What follows belongs to an exercise in optimizing a design on an open flow for small area; a production flow would make more cautious choices. Function was checked by simulation only, so behaviour that the tests miss may differ from the original. Power and IR drop assume default switching activity.

===== config.mk =====
export PLATFORM = sky130hd
export DESIGN_NAME = accel_display
export DESIGN_NICKNAME = accel_display
export VERILOG_FILES = /design/flow/design.v
export SDC_FILE = /design/flow/constraint.sdc
export NUM_CORES = 4
export LEC_CHECK = 0
export CAP_MARGIN = 20
export CORE_MARGIN = 2
export CORE_UTILIZATION = 40
export PLACE_DENSITY = 0.6
export SLEW_MARGIN = 20

===== constraint.sdc =====
create_clock -name core_clock -period 20.0 [get_ports {clk}]
set_input_delay 4.0000 -clock core_clock [delete_from_list [all_inputs] [get_ports {clk}]]
set_output_delay 4.0000 -clock core_clock [all_outputs]
set_load 0.01 [all_outputs]

===== design.v =====
module seg7 (in,out);
	input wire [3:0] in;
	output reg [7:0] out;
	wire [1:0] wire_part;
	reg [5:0] reg_part;
	assign wire_part[1] = 1; 
	assign wire_part[0] = (in[3]&in[2]&(~in[1])&(~in[0])) | ((~in[3])&in[2]&in[1]&in[0]) | ((~in[3])&(~in[2])&(~in[1]));
	always @ (in[3:0]) begin
		case ({in[3],in[2],in[1],in[0]})
			4'b0000: begin
				reg_part = 6'b000000;
				out = {wire_part,reg_part};
			end
			4'b0001: begin
				reg_part = 6'b111001;
				out = {wire_part,reg_part};
			end
			4'b0010: begin
				reg_part = 6'b100100;
				out = {wire_part,reg_part};
			end
			4'b0011: begin
				reg_part = 6'b110000;
				out = {wire_part,reg_part};
			end
			4'b0100: begin
				reg_part = 6'b011001;
				out = {wire_part,reg_part};
			end
			4'b0101: begin
				reg_part = 6'b010010;
				out = {wire_part,reg_part};
			end
			4'b0110: begin
				reg_part = 6'b000010;
				out = {wire_part,reg_part};
			end
			4'b0111: begin
				reg_part = 6'b111000;
				out = {wire_part,reg_part};
			end
			4'b1000: begin
				reg_part = 6'b000000;
				out = {wire_part,reg_part};
			end
			4'b1001: begin
				reg_part = 6'b011000;
				out = {wire_part,reg_part};
			end
			4'b1010: begin
				reg_part = 6'b001000;
				out = {wire_part,reg_part};
			end
			4'b1011: begin
				reg_part = 6'b000011;
				out = {wire_part,reg_part};
			end
			4'b1100: begin
				reg_part = 6'b000110;
				out = {wire_part,reg_part};
			end
			4'b1101: begin
				reg_part = 6'b100001;
				out = {wire_part,reg_part};
			end
			4'b1110: begin
				reg_part = 6'b000110;
				out = {wire_part,reg_part};
			end
			4'b1111: begin
				reg_part = 6'b001110;
				out = {wire_part,reg_part};
			end
		endcase
	end
endmodule
module BCDconvert (bin, nothing, sign, hunBCD, tenBCD, oneBCD);
	input [9:0] bin;
	input [0:0] nothing;
	output reg [7:0] hunBCD, tenBCD, oneBCD;
	output reg [7:0] sign;
	wire [21:0] word;
	reg [21:0] bin2shift;
	reg [9:0] posbin;
	reg [3:0] hun, ten, one;
	wire [7:0] hunD, tenD, oneD;
	assign word = {4'b0000, 4'b0000, 4'b0000, posbin};
	seg7 a0 (.in(one), .out(oneD));
	seg7 a1 (.in(ten), .out(tenD));
	seg7 a2 (.in(hun), .out(hunD));
	always @(*) begin
		posbin = 10'd0;
		bin2shift = 22'd0;
		one = 4'd0;
		ten = 4'd0;
		hun = 4'd0;
		if (! nothing) begin
			if (bin[9] == 1'b1) begin
				sign = 8'b10111111;
				posbin = -bin;
			end else begin
				posbin = bin;
				sign = 8'd255;
			end
			bin2shift = word;
			if (bin2shift[21:18] >= 4'd5) 
				bin2shift[21:18] = bin2shift[21:18] + 4'd3;
			if (bin2shift[17:14] >= 4'd5)
				bin2shift[17:14] = bin2shift[17:14] + 4'd3;
			if (bin2shift[13:10] >= 4'd5)
				bin2shift[13:10] = bin2shift[13:10] + 4'd3;
			bin2shift = bin2shift << 1;
			if (bin2shift[21:18] >= 4'd5) 
				bin2shift[21:18] = bin2shift[21:18] + 4'd3;
			if (bin2shift[17:14] >= 4'd5)
				bin2shift[17:14] = bin2shift[17:14] + 4'd3;
			if (bin2shift[13:10] >= 4'd5)
				bin2shift[13:10] = bin2shift[13:10] + 4'd3;
			bin2shift = bin2shift << 1;
			if (bin2shift[21:18] >= 4'd5) 
				bin2shift[21:18] = bin2shift[21:18] + 4'd3;
			if (bin2shift[17:14] >= 4'd5)
				bin2shift[17:14] = bin2shift[17:14] + 4'd3;
			if (bin2shift[13:10] >= 4'd5)
				bin2shift[13:10] = bin2shift[13:10] + 4'd3;
			bin2shift = bin2shift << 1;
			if (bin2shift[21:18] >= 4'd5) 
				bin2shift[21:18] = bin2shift[21:18] + 4'd3;
			if (bin2shift[17:14] >= 4'd5)
				bin2shift[17:14] = bin2shift[17:14] + 4'd3;
			if (bin2shift[13:10] >= 4'd5)
				bin2shift[13:10] = bin2shift[13:10] + 4'd3;
			bin2shift = bin2shift << 1;
			if (bin2shift[21:18] >= 4'd5) 
				bin2shift[21:18] = bin2shift[21:18] + 4'd3;
			if (bin2shift[17:14] >= 4'd5)
				bin2shift[17:14] = bin2shift[17:14] + 4'd3;
			if (bin2shift[13:10] >= 4'd5)
				bin2shift[13:10] = bin2shift[13:10] + 4'd3;
			bin2shift = bin2shift << 1;
			if (bin2shift[21:18] >= 4'd5) 
				bin2shift[21:18] = bin2shift[21:18] + 4'd3;
			if (bin2shift[17:14] >= 4'd5)
				bin2shift[17:14] = bin2shift[17:14] + 4'd3;
			if (bin2shift[13:10] >= 4'd5)
				bin2shift[13:10] = bin2shift[13:10] + 4'd3;
			bin2shift = bin2shift << 1;
			if (bin2shift[21:18] >= 4'd5) 
				bin2shift[21:18] = bin2shift[21:18] + 4'd3;
			if (bin2shift[17:14] >= 4'd5)
				bin2shift[17:14] = bin2shift[17:14] + 4'd3;
			if (bin2shift[13:10] >= 4'd5)
				bin2shift[13:10] = bin2shift[13:10] + 4'd3;
			bin2shift = bin2shift << 1;
			if (bin2shift[21:18] >= 4'd5) 
				bin2shift[21:18] = bin2shift[21:18] + 4'd3;
			if (bin2shift[17:14] >= 4'd5)
				bin2shift[17:14] = bin2shift[17:14] + 4'd3;
			if (bin2shift[13:10] >= 4'd5)
				bin2shift[13:10] = bin2shift[13:10] + 4'd3;
			bin2shift = bin2shift << 1;
			if (bin2shift[21:18] >= 4'd5) 
				bin2shift[21:18] = bin2shift[21:18] + 4'd3;
			if (bin2shift[17:14] >= 4'd5)
				bin2shift[17:14] = bin2shift[17:14] + 4'd3;
			if (bin2shift[13:10] >= 4'd5)
				bin2shift[13:10] = bin2shift[13:10] + 4'd3;
			bin2shift = bin2shift << 1;
			if (bin2shift[21:18] >= 4'd5) 
				bin2shift[21:18] = bin2shift[21:18] + 4'd3;
			if (bin2shift[17:14] >= 4'd5)
				bin2shift[17:14] = bin2shift[17:14] + 4'd3;
			if (bin2shift[13:10] >= 4'd5)
				bin2shift[13:10] = bin2shift[13:10] + 4'd3;
			bin2shift = bin2shift << 1;
			one = bin2shift[13:10];
			ten = bin2shift[17:14];
			hun = bin2shift[21:18];
			hunBCD = hunD;
			tenBCD = tenD;
			oneBCD = oneD;
		end
		else begin
			 sign = 8'b10111111;
			 hunBCD = 8'b10111111;
			 tenBCD = 8'b10111111;
			 oneBCD = 8'b10111111;
	   end
	end
endmodule
module ram( clock, address, data_out);
	input clock;
	input [7:0] address;  
	output reg [11:0] data_out;
	reg [11:0] mem[255:0];
	initial begin
		mem[0]    = 12'b0010_0100_0111;
		mem[1]    = 12'b0010_0100_0111;
		mem[2]    = 12'b0010_0100_0111;
		mem[3]    = 12'b0010_0100_0111;
		mem[4]    = 12'b0010_0100_0111;
		mem[5]    = 12'b0010_0100_0111;
		mem[6]    = 12'b0010_0100_0111;
		mem[7]    = 12'b0010_0100_0111;
		mem[8]    = 12'b0010_0100_0111;
		mem[9]    = 12'b0010_0100_0111;
		mem[10]    = 12'b0010_0100_0111;
		mem[11]    = 12'b0010_0100_0111;
		mem[12]    = 12'b0010_0100_0111;
		mem[13]    = 12'b0010_0100_0111;
		mem[14]    = 12'b0010_0100_0111;
		mem[15]    = 12'b0010_0100_0111;
		mem[16]    = 12'b0010_0100_0111;
		mem[17]    = 12'b0010_0100_0111;
		mem[18]    = 12'b0010_0100_0111;
		mem[19]    = 12'b0010_0100_0111;
		mem[20]    = 12'b0010_0100_0111;
		mem[21]    = 12'b0010_0100_0111;
		mem[22]    = 12'b0010_0100_0111;
		mem[23]    = 12'b0010_0100_0111;
		mem[24]    = 12'b0010_0100_0111;
		mem[25]    = 12'b0010_0100_0111;
		mem[26]    = 12'b0010_0100_0111;
		mem[27]    = 12'b0010_0100_0111;
		mem[28]    = 12'b0010_0100_0111;
		mem[29]    = 12'b0010_0100_0111;
		mem[30]    = 12'b0010_0100_0111;
		mem[31]    = 12'b0010_0100_0111;
		mem[32]    = 12'b0010_0100_0111;
		mem[33]    = 12'b0010_0100_0111;
		mem[34]    = 12'b0010_0100_0111;
		mem[35]    = 12'b0010_0100_0111;
		mem[36]    = 12'b0010_0100_0111;
		mem[37]    = 12'b0010_0100_0111;
		mem[38]    = 12'b0010_0100_0111;
		mem[39]    = 12'b0010_0100_0111;
		mem[40]    = 12'b0010_0100_0111;
		mem[41]    = 12'b0010_0100_0111;
		mem[42]    = 12'b0010_0100_0111;
		mem[43]    = 12'b0010_0100_0111;
		mem[44]    = 12'b0010_0100_0111;
		mem[45]    = 12'b0010_0100_0111;
		mem[46]    = 12'b0010_0100_0111;
		mem[47]    = 12'b0010_0100_0111;
		mem[48]    = 12'b0010_0100_0111;
		mem[49]    = 12'b0010_0100_0111;
		mem[50]    = 12'b0010_0100_0111;
		mem[51]    = 12'b0010_0100_0111;
		mem[52]    = 12'b0010_0100_0111;
		mem[53]    = 12'b0010_0100_0111;
		mem[54]    = 12'b0010_0100_0111;
		mem[55]    = 12'b0010_0100_0111;
		mem[56]    = 12'b0010_0100_0111;
		mem[57]    = 12'b0010_0100_0111;
		mem[58]    = 12'b0010_0100_0111;
		mem[59]    = 12'b0010_0100_0111;
		mem[60]    = 12'b0010_0100_0111;
		mem[61]    = 12'b0010_0100_0111;
		mem[62]    = 12'b0010_0100_0111;
		mem[63]    = 12'b0010_0100_0111;
		mem[64]    = 12'b1000_1000_1000;
		mem[65]    = 12'b1000_1000_1000;
		mem[66]    = 12'b1000_1000_1000;
		mem[67]    = 12'b1000_1000_1000;
		mem[68]    = 12'b1000_1000_1000;
		mem[69]    = 12'b1000_1000_1000;
		mem[70]    = 12'b0010_0100_0111;
		mem[71]    = 12'b0010_0100_0111;
		mem[72]    = 12'b0010_0100_0111;
		mem[73]    = 12'b0010_0100_0111;
		mem[74]    = 12'b1000_1000_1000;
		mem[75]    = 12'b1000_1000_1000;
		mem[76]    = 12'b1000_1000_1000;
		mem[77]    = 12'b1000_1000_1000;
		mem[78]    = 12'b1000_1000_1000;
		mem[79]    = 12'b1000_1000_1000;
		mem[80]    = 12'b1000_1000_1000;
		mem[81]    = 12'b1000_1000_1000;
		mem[82]    = 12'b1000_1000_1000;
		mem[83]    = 12'b1000_1000_1000;
		mem[84]    = 12'b1000_1000_1000;
		mem[85]    = 12'b1000_1000_1000;
		mem[86]    = 12'b0010_0100_0111;
		mem[87]    = 12'b0010_0100_0111;
		mem[88]    = 12'b0010_0100_0111;
		mem[89]    = 12'b0010_0100_0111;
		mem[90]    = 12'b1000_1000_1000;
		mem[91]    = 12'b1000_1000_1000;
		mem[92]    = 12'b1000_1000_1000;
		mem[93]    = 12'b1000_1000_1000;
		mem[94]    = 12'b1000_1000_1000;
		mem[95]    = 12'b1000_1000_1000;
		mem[96]    = 12'b1000_1000_1000;
		mem[97]    = 12'b1000_1000_1000;
		mem[98]    = 12'b1000_1000_1000;
		mem[99]    = 12'b1000_1000_1000;
		mem[100]    = 12'b1000_1000_1000;
		mem[101]    = 12'b1000_1000_1000;
		mem[102]    = 12'b0010_0100_0111;
		mem[103]    = 12'b0010_0100_0111;
		mem[104]    = 12'b0010_0100_0111;
		mem[105]    = 12'b0010_0100_0111;
		mem[106]    = 12'b1000_1000_1000;
		mem[107]    = 12'b1000_1000_1000;
		mem[108]    = 12'b1000_1000_1000;
		mem[109]    = 12'b1000_1000_1000;
		mem[110]    = 12'b1000_1000_1000;
		mem[111]    = 12'b1000_1000_1000;
		mem[112]    = 12'b1000_1000_1000;
		mem[113]    = 12'b1000_1000_1000;
		mem[114]    = 12'b1000_1000_1000;
		mem[115]    = 12'b1000_1000_1000;
		mem[116]    = 12'b1000_1000_1000;
		mem[117]    = 12'b1000_1000_1000;
		mem[118]    = 12'b0010_0100_0111;
		mem[119]    = 12'b0010_0100_0111;
		mem[120]    = 12'b0010_0100_0111;
		mem[121]    = 12'b0010_0100_0111;
		mem[122]    = 12'b1000_1000_1000;
		mem[123]    = 12'b1000_1000_1000;
		mem[124]    = 12'b1000_1000_1000;
		mem[125]    = 12'b1000_1000_1000;
		mem[126]    = 12'b1000_1000_1000;
		mem[127]    = 12'b1000_1000_1000;
		mem[128]    = 12'b1000_1000_1000;
		mem[129]    = 12'b1000_1000_1000;
		mem[130]    = 12'b1000_1000_1000;
		mem[131]    = 12'b1000_1000_1000;
		mem[132]    = 12'b1000_1000_1000;
		mem[133]    = 12'b1000_1000_1000;
		mem[134]    = 12'b0010_0100_0111;
		mem[135]    = 12'b0010_0100_0111;
		mem[136]    = 12'b0010_0100_0111;
		mem[137]    = 12'b0010_0100_0111;
		mem[138]    = 12'b1000_1000_1000;
		mem[139]    = 12'b1000_1000_1000;
		mem[140]    = 12'b1000_1000_1000;
		mem[141]    = 12'b1000_1000_1000;
		mem[142]    = 12'b1000_1000_1000;
		mem[143]    = 12'b1000_1000_1000;
		mem[144]    = 12'b1000_1000_1000;
		mem[145]    = 12'b1000_1000_1000;
		mem[146]    = 12'b1000_1000_1000;
		mem[147]    = 12'b1000_1000_1000;
		mem[148]    = 12'b1000_1000_1000;
		mem[149]    = 12'b1000_1000_1000;
		mem[150]    = 12'b0010_0100_0111;
		mem[151]    = 12'b0010_0100_0111;
		mem[152]    = 12'b0010_0100_0111;
		mem[153]    = 12'b0010_0100_0111;
		mem[154]    = 12'b1000_1000_1000;
		mem[155]    = 12'b1000_1000_1000;
		mem[156]    = 12'b1000_1000_1000;
		mem[157]    = 12'b1000_1000_1000;
		mem[158]    = 12'b1000_1000_1000;
		mem[159]    = 12'b1000_1000_1000;
		mem[160]    = 12'b1000_1000_1000;
		mem[161]    = 12'b1000_1000_1000;
		mem[162]    = 12'b1000_1000_1000;
		mem[163]    = 12'b1000_1000_1000;
		mem[164]    = 12'b1000_1000_1000;
		mem[165]    = 12'b1000_1000_1000;
		mem[166]    = 12'b0010_0100_0111;
		mem[167]    = 12'b0010_0100_0111;
		mem[168]    = 12'b0010_0100_0111;
		mem[169]    = 12'b0010_0100_0111;
		mem[170]    = 12'b1000_1000_1000;
		mem[171]    = 12'b1000_1000_1000;
		mem[172]    = 12'b1000_1000_1000;
		mem[173]    = 12'b1000_1000_1000;
		mem[174]    = 12'b1000_1000_1000;
		mem[175]    = 12'b1000_1000_1000;
		mem[176]    = 12'b1000_1000_1000;
		mem[177]    = 12'b1000_1000_1000;
		mem[178]    = 12'b1000_1000_1000;
		mem[179]    = 12'b1000_1000_1000;
		mem[180]    = 12'b1000_1000_1000;
		mem[181]    = 12'b1000_1000_1000;
		mem[182]    = 12'b0010_0100_0111;
		mem[183]    = 12'b0010_0100_0111;
		mem[184]    = 12'b0010_0100_0111;
		mem[185]    = 12'b0010_0100_0111;
		mem[186]    = 12'b1000_1000_1000;
		mem[187]    = 12'b1000_1000_1000;
		mem[188]    = 12'b1000_1000_1000;
		mem[189]    = 12'b1000_1000_1000;
		mem[190]    = 12'b1000_1000_1000;
		mem[191]    = 12'b1000_1000_1000;
		mem[192]    = 12'b0010_0100_0111;
		mem[193]    = 12'b0010_0100_0111;
		mem[194]    = 12'b0010_0100_0111;
		mem[195]    = 12'b0010_0100_0111;
		mem[196]    = 12'b0010_0100_0111;
		mem[197]    = 12'b0010_0100_0111;
		mem[198]    = 12'b0010_0100_0111;
		mem[199]    = 12'b0010_0100_0111;
		mem[200]    = 12'b0010_0100_0111;
		mem[201]    = 12'b0010_0100_0111;
		mem[202]    = 12'b1000_1000_1000;
		mem[203]    = 12'b1000_1000_1000;
		mem[204]    = 12'b1000_1000_1000;
		mem[205]    = 12'b1000_1000_1000;
		mem[206]    = 12'b1000_1000_1000;
		mem[207]    = 12'b1000_1000_1000;
		mem[208]    = 12'b0010_0100_0111;
		mem[209]    = 12'b0010_0100_0111;
		mem[210]    = 12'b0010_0100_0111;
		mem[211]    = 12'b0010_0100_0111;
		mem[212]    = 12'b0010_0100_0111;
		mem[213]    = 12'b0010_0100_0111;
		mem[214]    = 12'b0010_0100_0111;
		mem[215]    = 12'b0010_0100_0111;
		mem[216]    = 12'b0010_0100_0111;
		mem[217]    = 12'b0010_0100_0111;
		mem[218]    = 12'b1000_1000_1000;
		mem[219]    = 12'b1000_1000_1000;
		mem[220]    = 12'b1000_1000_1000;
		mem[221]    = 12'b1000_1000_1000;
		mem[222]    = 12'b1000_1000_1000;
		mem[223]    = 12'b1000_1000_1000;
		mem[224]    = 12'b0010_0100_0111;
		mem[225]    = 12'b0010_0100_0111;
		mem[226]    = 12'b0010_0100_0111;
		mem[227]    = 12'b0010_0100_0111;
		mem[228]    = 12'b0010_0100_0111;
		mem[229]    = 12'b0010_0100_0111;
		mem[230]    = 12'b0010_0100_0111;
		mem[231]    = 12'b0010_0100_0111;
		mem[232]    = 12'b0010_0100_0111;
		mem[233]    = 12'b0010_0100_0111;
		mem[234]    = 12'b1000_1000_1000;
		mem[235]    = 12'b1000_1000_1000;
		mem[236]    = 12'b1000_1000_1000;
		mem[237]    = 12'b1000_1000_1000;
		mem[238]    = 12'b1000_1000_1000;
		mem[239]    = 12'b1000_1000_1000;
		mem[240]    = 12'b0010_0100_0111;
		mem[241]    = 12'b0010_0100_0111;
		mem[242]    = 12'b0010_0100_0111;
		mem[243]    = 12'b0010_0100_0111;
		mem[244]    = 12'b0010_0100_0111;
		mem[245]    = 12'b0010_0100_0111;
		mem[246]    = 12'b0010_0100_0111;
		mem[247]    = 12'b0010_0100_0111;
		mem[248]    = 12'b0010_0100_0111;
		mem[249]    = 12'b0010_0100_0111;
		mem[250]    = 12'b1000_1000_1000;
		mem[251]    = 12'b1000_1000_1000;
		mem[252]    = 12'b1000_1000_1000;
		mem[253]    = 12'b1000_1000_1000;
		mem[254]    = 12'b1000_1000_1000;
		mem[255]    = 12'b1000_1000_1000;
	end
	always @(posedge clock) begin
		data_out <= mem[address];  
	end
endmodule 
module vga_controller (pixel_clk, reset_n, h_sync, v_sync, disp_ena, column, row);
	input pixel_clk;
	input reset_n;
	output reg h_sync;
	output reg v_sync;
	output reg disp_ena;
	output reg [9:0] column;
	output reg [9:0] row;
	reg  [9:0] h_count, v_count;
	wire [9:0] h_next, v_next;
	assign h_next = (h_count < 10'd799) ? h_count + 10'd1 : 10'd0;
	assign v_next = (h_count < 10'd799) ? v_count :
	                ((v_count < 10'd524) ? v_count + 10'd1 : 10'd0);
	always @(posedge pixel_clk) begin
		if (!reset_n) begin
			h_count  <= 10'd0;
			v_count  <= 10'd0;
			h_sync   <= 1'b1;
			v_sync   <= 1'b1;
			disp_ena <= 1'b0;
			column   <= 10'd0;
			row      <= 10'd0;
		end else begin
			h_count <= h_next;
			v_count <= v_next;
			h_sync  <= (h_next < 10'd656) || (h_next >= 10'd752);
			v_sync  <= (v_next < 10'd490) || (v_next >= 10'd492);
			if (h_next < 10'd640) column <= h_next;
			if (v_next < 10'd480) row    <= v_next;
			disp_ena <= (h_next < 10'd640) && (v_next < 10'd480);
		end
	end
endmodule
module smoothFilter (clock, reset_n, enable, select, data_x, data_update, smooth_out);
	input clock;
	input reset_n;
	input enable;
	input [1:0] select;
	input [15:0] data_x;
	input [0:0] data_update;
	output reg [32:0] smooth_out;
	reg [32:0] sum;
	reg [32:0] smooth_c, smooth_hold;
	reg [255:0] shiftreg, shiftreg_c;
	always @(posedge clock) begin
		if (!reset_n) begin
			shiftreg    <= 256'd0;
			smooth_hold <= 33'd0;
		end else begin
			shiftreg <= shiftreg_c;
			if (enable == 1'b0)
				smooth_hold <= smooth_c;
		end
	end
	always @(*) begin
	   if (data_update) begin
			shiftreg_c = (shiftreg << 16) + {240'd0, data_x}; 
		end
		else begin
			shiftreg_c = shiftreg;
		end
	end
	always @(*) begin
		sum = 33'd0;
		case (select) 
			2'b00: smooth_c = shiftreg[15:0]; 
			2'b01: begin 
				sum = shiftreg[15:0] + shiftreg[31:16];
				smooth_c = sum >> 1; end
			2'b10: begin
				sum = shiftreg[15:0] + shiftreg[31:16] + shiftreg[47:32] + shiftreg[63:48];
				smooth_c = sum >> 2; end
			default: begin
				sum = shiftreg[15:0] + shiftreg[31:16] + shiftreg[47:32] + shiftreg[63:48]
						+ shiftreg[79:64] + shiftreg[95:80] + shiftreg[111:96] + shiftreg[127:112]
						+ shiftreg[143:128] + shiftreg[159:144] + shiftreg[175:160] + shiftreg[191:176]
						+ shiftreg[207:192] + shiftreg[223:208] + shiftreg[239:224] + shiftreg[255:240];
				smooth_c = sum >> 4; end
		endcase
		if (enable == 1'b0)
			smooth_out = smooth_c;
		else
			smooth_out = smooth_hold;
	end
endmodule
module accel_display(
	input 		          		clk,         
	input 		          		reset_n,
	input 		     [1:0]		SW,
	input 		          		data_update,
	input 		     [15:0]		data_x,
	input 		     [15:0]		data_y,
	output		     [7:0]		HEX0,
	output		     [7:0]		HEX1,
	output		     [7:0]		HEX2,
	output		     [7:0]		HEX3,
	output		reg  [3:0]		VGA_B,
	output		reg  [3:0]		VGA_G,
	output		reg          	VGA_HS,
	output		reg  [3:0]		VGA_R,
	output		reg          	VGA_VS
);
	wire [32:0] smooth_outx, smooth_outy;
	reg  [9:0] pixel_x1, pixel_x2; 
	wire [9:0] x1, x2;
	reg  [9:0] pixel_y1, pixel_y2;
	wire [9:0] y1, y2;
	reg  [7:0] addr;
	wire [11:0] colors;
	reg  [0:0] en;
	reg  [0:0] en_q;
	reg  [9:0] count;
	wire [9:0]  col, row;
	reg  [3:0]   red, green, blue;
	wire  h_sync, v_sync;
	wire  disp_ena;
	smoothFilter x_axis (.clock(clk), .reset_n(reset_n), .enable(VGA_HS), .select(SW[1:0]), .data_x(data_x), 
	                     .data_update(data_update), .smooth_out(smooth_outx));
	smoothFilter y_axis (.clock(clk), .reset_n(reset_n), .enable(VGA_VS), .select(SW[1:0]), .data_x(data_y), 
	                     .data_update(data_update), .smooth_out(smooth_outy));
	BCDconvert BCD_x (.bin(count), .nothing(1'b0), .sign(HEX3), 
	                  .hunBCD(HEX2), .tenBCD(HEX1), .oneBCD(HEX0));
	always @(posedge clk) begin
		if (disp_ena == 1'b1) begin
			VGA_R <= red;
			VGA_B <= blue;
			VGA_G <= green;
		end else begin
			VGA_R <= 4'd0;
			VGA_B <= 4'd0;
			VGA_G <= 4'd0;
		end
		VGA_HS <= h_sync;
		VGA_VS <= v_sync;
	end
	vga_controller control (.pixel_clk(clk), .reset_n(reset_n), .h_sync (h_sync),
                           .v_sync(v_sync), .disp_ena(disp_ena), .column(col), .row(row));
	ram  memory (.clock(clk), .address(addr) , .data_out(colors));
	assign x1 = 10'd311 + smooth_outx[9:0];
	assign x2 = 10'd326 + smooth_outx[9:0];
	assign y1 = 10'd231 + smooth_outy[9:0];
	assign y2 = 10'd246 + smooth_outy[9:0];
	always @(*) begin 
		pixel_x1 = x1;
		pixel_x2 = x2;
	end
	always @(*) begin
		if (y1[9] == 1'b1) begin
			pixel_y1 = 10'd0;
			pixel_y2 = 10'd15;
		end
		else if (y2 >= 10'd479) begin
			pixel_y1 = 10'd464;
			pixel_y2 = 10'd479;
		end
		else begin
			pixel_y1 = y1;
			pixel_y2 = y2;
		end
	end
	always @(posedge clk) begin
		if (!reset_n) begin
			en_q  <= 1'b0;
			count <= 10'd0;
		end else begin
			en_q <= en;
			if (en && !en_q)
				count <= count + 10'd1;
		end
	end
	always @(*) begin
		addr = (row[9:0] - pixel_y1)*16 + (col[9:0] - pixel_x1);
		en   = (pixel_y1 == 10'd0 || pixel_y2 == 10'd479 || pixel_x1 == 10'd55 || pixel_x2 == 10'b1000110000);
	   if ( (col[9:0] >= pixel_x1) && (col[9:0] <= pixel_x2) && (row[9:0] >= pixel_y1 ) && (row[9:0] <= pixel_y2) ) begin
			red     = colors [11:8]; 
			green   = colors [7:4];
			blue    = colors [3:0];
		end
		else begin                                                                             
			if (en) begin
				red     = 4'hf;  
				green   = 4'h0;
				blue    = 4'h0;
			end else begin
				red     = 4'h0;  
				green   = 4'h0;
				blue    = 4'h0;
			end
		end
	end
endmodule

===== run.sh =====
#!/bin/bash
# synth_recipe.tcl (not shown) runs the flow's synth.tcl, then flattens the netlist and writes it again
# the make line also repeats each setting of config.mk as NAME=value (left out here)
make -C /OpenROAD-flow-scripts/flow DESIGN_CONFIG=/design/flow/config.mk WORK_HOME=/design/flow/orfs CLKGATE_MAP_FILE= SYNTH_SCRIPT=/design/flow/synth_recipe.tcl finish

==> run notes <==
## layout by cell type (no fill, tap or decap), types with 60 or more instances in the layout
cell,count
sky130_fd_sc_hd__clkbuf_16,60
sky130_fd_sc_hd__nand2_1,105
sky130_fd_sc_hd__clkdlybuf4s50_1,65
sky130_fd_sc_hd__inv_1,457
sky130_fd_sc_hd__ha_1,163
sky130_fd_sc_hd__o21ai_0,70
sky130_fd_sc_hd__dfxtp_1,531
sky130_fd_sc_hd__mux2i_1,473
sky130_fd_sc_hd__fa_1,304
sky130_fd_sc_hd__a21oi_1,106
sky130_fd_sc_hd__xnor2_1,121
sky130_fd_sc_hd__nor2_1,576
## registers in the layout (all words and copies together), names as in the netlist
signal and flops:
en_q 1, control.h_sync 1, control.v_count 10, y_axis.smooth_hold 10, x_axis.smooth_hold 10, VGA_R 3
control.row 10, control.disp_ena 1, VGA_HS 1, control.v_sync 1, VGA_B 1, x_axis.shiftreg 224
y_axis.shiftreg 224, VGA_VS 1, count 10, control.column 10, VGA_G 1, control.h_count 10
memory.data_out 2
## metal layers
layer / vias up / wire length, µm / share of wire
met3: 77 / 1980 / 0.030
met1: 11100 / 32500 / 0.49
met2: 219 / 31100 / 0.47
met4: 0 / 1130 / 0.017
li1: 11800 / - / -
met5: - / 0 / 0
## layout make-up
cell class | instances | share of cell area
inverters | 462 | 0.0456
flip-flops and latches | 531 | 0.278
clock inverters | 28 | 0.00812
multi-input cells | 2455 | 0.565
well taps | 1144 | 0.0375
repair buffers | 83 | 0.0211
clock buffers | 79 | 0.0446
## final timing paths
check                                        start                 end  slack [ns]  cells after the start
worst min register to register      control.v_sync              VGA_VS        0.32                      0
worst max register to register  y_axis.shiftreg[0]  memory.data_out[9]        7.24                     45
worst max-delay path                      count[0]             HEX1[3]        3.98                     47
worst min-delay path                control.v_sync              VGA_VS        0.32                      0
## cell usage after synthesis (33+ instances only)
cell type                  count  area, µm²
sky130_fd_sc_hd__nor2_1      576       2160
sky130_fd_sc_hd__dfxtp_1     531      10600
sky130_fd_sc_hd__mux2i_1     473       4730
sky130_fd_sc_hd__inv_1       457       1720
sky130_fd_sc_hd__fa_1        304       6090
sky130_fd_sc_hd__ha_1        163       2040
sky130_fd_sc_hd__xnor2_1     121       1060
sky130_fd_sc_hd__a21oi_1     106        531
sky130_fd_sc_hd__nand2_1     105        394
sky130_fd_sc_hd__clkbuf_1     92        345
sky130_fd_sc_hd__o21ai_0      70        350
sky130_fd_sc_hd__a21o_1       45        338
sky130_fd_sc_hd__xor2_1       45        394
sky130_fd_sc_hd__buf_1        39        146
sky130_fd_sc_hd__nand3_1      33        165
## per-stage QoR
step                       util  cell area (µm²)  total power, mW
after floorplan               -            34600             1.25
after global placement    0.424            36200             1.31
after detailed placement  0.424            36200             1.31
after CTS                 0.447            38200             2.44
after global routing      0.447            38200             2.50
final                     0.447            38200             2.40
## cell families after synthesis
family	count (synthesis)	share of synthesized area
AO/OA/AOI/OAI	412	0.0824
XOR/XNOR	173	0.0463
adder cells (fa/ha/maj)	468	0.235
buffers and inverters	620	0.0699
flip-flops	531	0.307
multiplexers	490	0.144
other	2	0.000217
AND/OR/NAND/NOR	899	0.114
## power by group through the flow
stage	clock network [mW]	registers, mW	logic, mW
floorplan	0	1.10	0.159
global placement	0	1.10	0.205
detailed placement	0	1.10	0.207
CTS	1.16	1.08	0.208
global route	1.20	1.08	0.228
finish	1.12	1.08	0.204
==> implementation parameters <==
Parameter                              Value

Status
  Status  timing/DRC/antenna clean

Power and ir drop
  Leakage power figure    17.4 nW
  Largest vdd supply drop    0.0709 mV
  Proportion of total power due to net switching    0.246
  Cell internal pwr    1.81 mW
  Sequential fraction of design power    0.448
  Power per cell area    62.9 nW/µm²
  Switching power summed over all nets    0.592 mW
  Combinational power share    0.085
  Share of power burned in the clock network    0.467

Worst setup path
  Master of the slowest instance on the critical path    sky130_fd_sc_hd__xnor2_1
  Cell type group with the largest total delay on the critical path    simple AND/OR/NAND/NOR gates
  Count of buffer and inverter cells on the critical path    5
  Critical Path Start Type    flop
  Signal arrival time at the worst endpoint    12.02 ns
  Worst Setup Path Type    reg2out
  Capturing element type of the critical path    output pin
  Required time at the worst-slack endpoint    16.00 ns
  Biggest cell delay along the critical path    0.79 ns
  Most frequent cell on the critical path    sky130_fd_sc_hd__ha_1
  Highest net fanout along the worst path    15

Synthesis
  Dominant register cell in the synthesized netlist    sky130_fd_sc_hd__dfxtp_1
  Ys Warns    6
  Post-synthesis instance area    34600 µm²
  Number of enable-type register cells in the synthesized netlist    0
  Mean cell area of the mapped netlist    9.62 µm²
  Synthesized flop and latch total    531
  Cell count after synthesis    3595
  Number of library cell types mapped by synthesis    113
  Sequential-to-total area share from yosys stat    0.307
  Share of async-settable or async-resettable flops after synthesis    0

Clocking
  Clock-pin slew of the registers on the worst-case setup and hold paths    0.06 ns
  Number of buffers added by the clock tree synthesis step    60
  CTS tree    done
  Number of resized instances in the post-cts repair step    0
  Count of clock tree sinks    531
  Post-CTS setup repair buffer count    0
  Source-to-sink clock delay at the later pin of the worst-skew pair    0.64 ns
  Cts-stage hold buffer count    0
  Number of levels the H-tree was split into    2
  Root buffer cell    sky130_fd_sc_hd__clkbuf_16
  Deepest clock path buffer count    3

Floorplanning
  Effective utilization at floorplan    0.405
  Die ar.    88800 µm²
  Floorplan Core Area    85400 µm²
  Horiz. Die Dim    298 µm
  Chip Height    298 µm
  Number of placement rows    107
  I/O pins    83

Layout
  Register Area    10600 µm²
  Area growth syn-to-layout    10.5%
  Non-filler instance count after layout    4782
  Multi-input gate area in the final layout    21600 µm²
  Diodes inserted    0
  Fraction of layout cells with a size suffix above 1    0.0514
  Total number of nets in the final design    4097
  Fill cell instance count of the final layout    8351

Global route
  Met3 Use GR    0.0196
  Gr usage total    0.151
  Via count of the first global-routing pass    22.9k
  Busiest metal layer after global routing    met2
  First-pass GRT wire length    114 mm
  Maximum number of pins on one net before global-route repair    156
  Number of antenna violations at the first check in global routing    0
  Grt ovf    0
  Met1 track demand over resource    0.207
  Global routing met2 resource utilization    0.254

Timing
  Rel. slew slack    0.240
  Worst hold-check slack    0.318 ns
  Minimum period implied by the final worst setup slack    16.02 ns
  Worst-case clock skew    0.0337 ns
  Final sum of negative setup slack    0 ns
  Final WS setup    3.98 ns
  Period utilisation layout    0.801
  Final Hold Violating Endpoints    0
  Maximum clock frequency    62.4 MHz
  Setup repair after global routing missed its margin    no
  Max-slew violation total from the final report    0
  Worst Tran Pin Value    1.14 ns
  Setup violators final    0

Drt
  Remaining antenna violation count after routing    0
  First-pass iteration count of the detailed router    4
  Mean routed wirelength per cell    14.0 µm
  Initial DRC Count    843
  Overall routed net length    66.7 mm
  Via density per instance    4.85
  Total via count after detailed routing    23.2k
  Final routed DRC violation total    0

Place
  Final estimated routing congestion in global placement    0.814
  Half-perimeter wire length after detailed placement    48.9 mm
  I/O Buffers    66
  Cells after DPL    4675
  Setup slack at placement    4.67 ns

Min path
  Type of the most critical hold path    reg2reg

Job
  Maximum Capacitance Violations    0

separate check: timing with driven ports:
Ports are ideal in the flow. The routed layout listed here was re-timed in OpenROAD. Step 1 assumes that a clkbuf_16 drives the clock port and a buf_2 every other input. Step 2 times the ports against the registers' clock, not the clock port: input delays grow and output delays shrink by t, the midpoint of the rising clock arrivals with the driver on. a / b / c = ideal ports / drivers / drivers and shift; a / b = the first two.
shift t [ns]: 0.688
setup WS [ns]: 3.983 / 3.917 / 4.604
worst hold slack (ns): 0.318 / 0.318 / 0.318
worst setup path at the end: register to output
pins driven straight from the clock port: 1
After both steps setup and hold are still met in this run. For this run, drivers alone change the setup slack by -0.066 ns; drivers and shift together by +0.621 ns.
